This is an optimization exercise on Yosys and OpenROAD, whose aim is a short achievable clock period and few clock cycles, not a production implementation. Only simulation tests tie the RTL to the original design; equivalence was not proved.

== oak ==
## top
module top(
	input clk, reset, start,
	input [7:0] inFromOutside,
	input load_we,
	input [4:0] load_addr,
	input [7:0] load_data,
	output [7:0] AccOut, outToOutside,
	output OutWrite,
	output InAck,
	output Halted,
	output MemWrite,
	output [4:0] MemAddr,
	output [7:0] MemData
);
clock: 8.0 ns
lec_check: 0
cap_margin: 20
core_margin: 2
core_utilization: 20
place_density: 0.35
setup_slack_margin: 5
slew_margin: 20
run.sh (not shown) runs the stock make flow with config.mk's settings and CLKGATE_MAP_FILE= SYNTH_SCRIPT=/design/flow/synth_recipe.tcl, a recipe that flattens the netlist after the stock synthesis.
Testbench counts of oak, summed over its fixed seeds: cycles 6,183.
Edits applied to the flow inputs when going from oak to pine:
diff --git a/flow/design.v b/flow/design.v
--- a/flow/design.v
+++ b/flow/design.v
@@ -26,27 +26,25 @@
 	function [31:0] rot(input [31:0] x);
 		rot = {x[30:0], x[31]};
 	endfunction
 	wire [31:0] P2 = rot(P1);
 	wire [31:0] P3 = rot(P2);
 	wire [31:0] A0n = rot(A0);
 	wire [31:0] A1n = rot(A1);
-	wire accz_e = (acc == 8'd0);
-	wire tk0 = (IR0[7:5] == 3'b101 & accz_e) | (IR0[7:5] == 3'b110 & ~accz_e);
-	wire [31:0] Jn = tk0 ? A0n : A1n;
-	reg [7:0] op0, op1, mP2, mP3, mJn;
+	reg [7:0] op0, op1, mP2, mP3, mA0n, mA1n;
 	integer i;
 	always @(*) begin
-		op0 = 8'd0; op1 = 8'd0; mP2 = 8'd0; mP3 = 8'd0; mJn = 8'd0;
+		op0 = 8'd0; op1 = 8'd0; mP2 = 8'd0; mP3 = 8'd0; mA0n = 8'd0; mA1n = 8'd0;
 		for (i = 0; i < 32; i = i + 1) begin
 			op0  = op0  | (RAM[i] & {8{A0[i]}});
 			op1  = op1  | (RAM[i] & {8{A1[i]}});
 			mP2  = mP2  | (RAM[i] & {8{P2[i]}});
 			mP3  = mP3  | (RAM[i] & {8{P3[i]}});
-			mJn  = mJn  | (RAM[i] & {8{Jn[i]}});
+			mA0n = mA0n | (RAM[i] & {8{A0n[i]}});
+			mA1n = mA1n | (RAM[i] & {8{A1n[i]}});
 		end
 	end
 	wire ld0 = IR0[7:5] == 3'b000, ld1 = IR1[7:5] == 3'b000;
 	wire st0 = IR0[7:5] == 3'b001, st1 = IR1[7:5] == 3'b001;
 	wire ad0 = IR0[7:5] == 3'b010, ad1 = IR1[7:5] == 3'b010;
 	wire sb0 = IR0[7:5] == 3'b011, sb1 = IR1[7:5] == 3'b011;
 	wire an0 = IR0[7:5] == 3'b100, an1 = IR1[7:5] == 3'b100;
@@ -80,20 +78,19 @@
 	wire [7:0] op1f = (st0 & |(A0 & A1)) ? acc : op1;
 	wire as0 = ad0 | sb0, as1 = ad1 | sb1;
 	wire [7:0] x0 = sb0 ? ~op0 : op0;
 	wire [7:0] x1 = sb1 ? ~op1f : op1f;
 	wire [7:0] css = acc ^ x0 ^ x1;
 	wire [7:0] csc = (acc & x0) | (acc & x1) | (x0 & x1);
 	wire [7:0] add3 = css + {csc[6:0], sb0} + {7'd0, sb1};
-	wire [7:0] acc1s = ld0 ? op0 : an0 ? (acc & op0) : acc;
-	wire [7:0] sum1 = acc1s + op1f;
-	wire [7:0] dif1 = acc1s - op1f;
 	wire [7:0] acc2 =
 		ld1 ? op1f :
-		as1 ? (as0 ? add3 : ad1 ? sum1 : dif1) :
+		(as0 & as1) ? add3 :
+		ad1 ? acc1 + op1f :
+		sb1 ? acc1 - op1f :
 		an1 ? (acc1 & op1f) :
 		in1 ? inFromOutside : acc1;
 	wire s1 = pair & st1;
 	wire sany = st0 | s1;
 	wire [31:0] waddr = s1 ? A1 : A0;
 	wire [7:0] wdata = s1 ? acc1 : acc;
 	wire [31:0] wmask = st0 ? A0 : 32'd0;
@@ -102,23 +99,23 @@
 	wire hP1 = |(wmask & P1), hP2 = |(wmask & P2), hP3 = |(wmask & P3);
 	wire hA1 = |(wmask & A1), hA1n = |(wmask & A1n);
 	reg [7:0] n0, n1;
 	reg [31:0] nP1, nA0, nA1;
 	always @(*) begin
 		if (taken0) begin
 			n0 = op0; nA0 = onehot(op0[4:0]);
-			n1 = mJn; nA1 = onehot(mJn[4:0]);
+			n1 = mA0n; nA1 = onehot(mA0n[4:0]);
 			nP1 = A0n;
 		end else if (!pair) begin
 			n0 = hP1 ? acc : IR1; nA0 = hP1 ? accoh : A1;
 			n1 = hP2 ? acc : mP2; nA1 = hP2 ? accoh : onehot(mP2[4:0]);
 			nP1 = P2;
 		end else if (taken1) begin
 			n0 = hA1 ? acc : op1; nA0 = hA1 ? accoh : onehot(op1[4:0]);
-			n1 = hA1n ? acc : mJn; nA1 = hA1n ? accoh : onehot(mJn[4:0]);
+			n1 = hA1n ? acc : mA1n; nA1 = hA1n ? accoh : onehot(mA1n[4:0]);
 			nP1 = A1n;
 		end else begin
 			n0 = hP2 ? acc : mP2; nA0 = hP2 ? accoh : onehot(mP2[4:0]);
 			n1 = hP3 ? acc : mP3; nA1 = hP3 ? accoh : onehot(mP3[4:0]);
 			nP1 = P3;
 		end
 	end
Results
oak vs pine, launch point of the worst path: A0[12] vs A1[30]. pine — peak per-stage delay on the critical path 0.02 ns higher, oak as reference. Relative to oak, pine improves worst-case headroom to the max-slew limit. [pine] sequential cell area share rose 1.3 points relative to oak. [compare] base=oak new=pine: synthesized instance count decreased 6.5%, non-filler instance count after layout decreased about 6.5%, multi-input gate count decreased 245. Going from oak to pine, setup slack picked up an extra 0.21 ns, average cell area after synthesis increased by about 1.9% relative to the old numbers, critical path depth dropped 3. In summary, pine completed successfully, with a layout that passed the timing, design-rule and antenna checks.
Testbench counts of pine, summed over its fixed seeds: cycles 6,183.

[afterwards: timing with drivers on the ports]
No port has a modelled driver above. Below, the same layouts with a new extraction and two added sets of constraints.
Step 1 sets driving cells, clkbuf_16 on the clock port and buf_2 on the other inputs (assumed; they add their load-dependent delay and slew).
Step 2 also shifts input and output timing later by t, the mid clock arrival at the registers, as if the neighbouring blocks saw the same clock.
Three values: no drivers, after step 1, after step 2; two values: the first two.
run | t (ns) | slack for setup (ns) | worst data-port slew with drivers (ns) | pins driven straight from the clock port
oak | 0.840 | 2.659 / 2.659 / 2.190 | 0.06 | 1
pine | 0.787 | 2.867 / 2.867 / 2.723 | 0.07 | 1
After both steps setup and hold are still met in every run listed. For oak, which loses most, drivers alone change the setup slack by 0.000 ns; drivers and shift together by -0.469 ns.
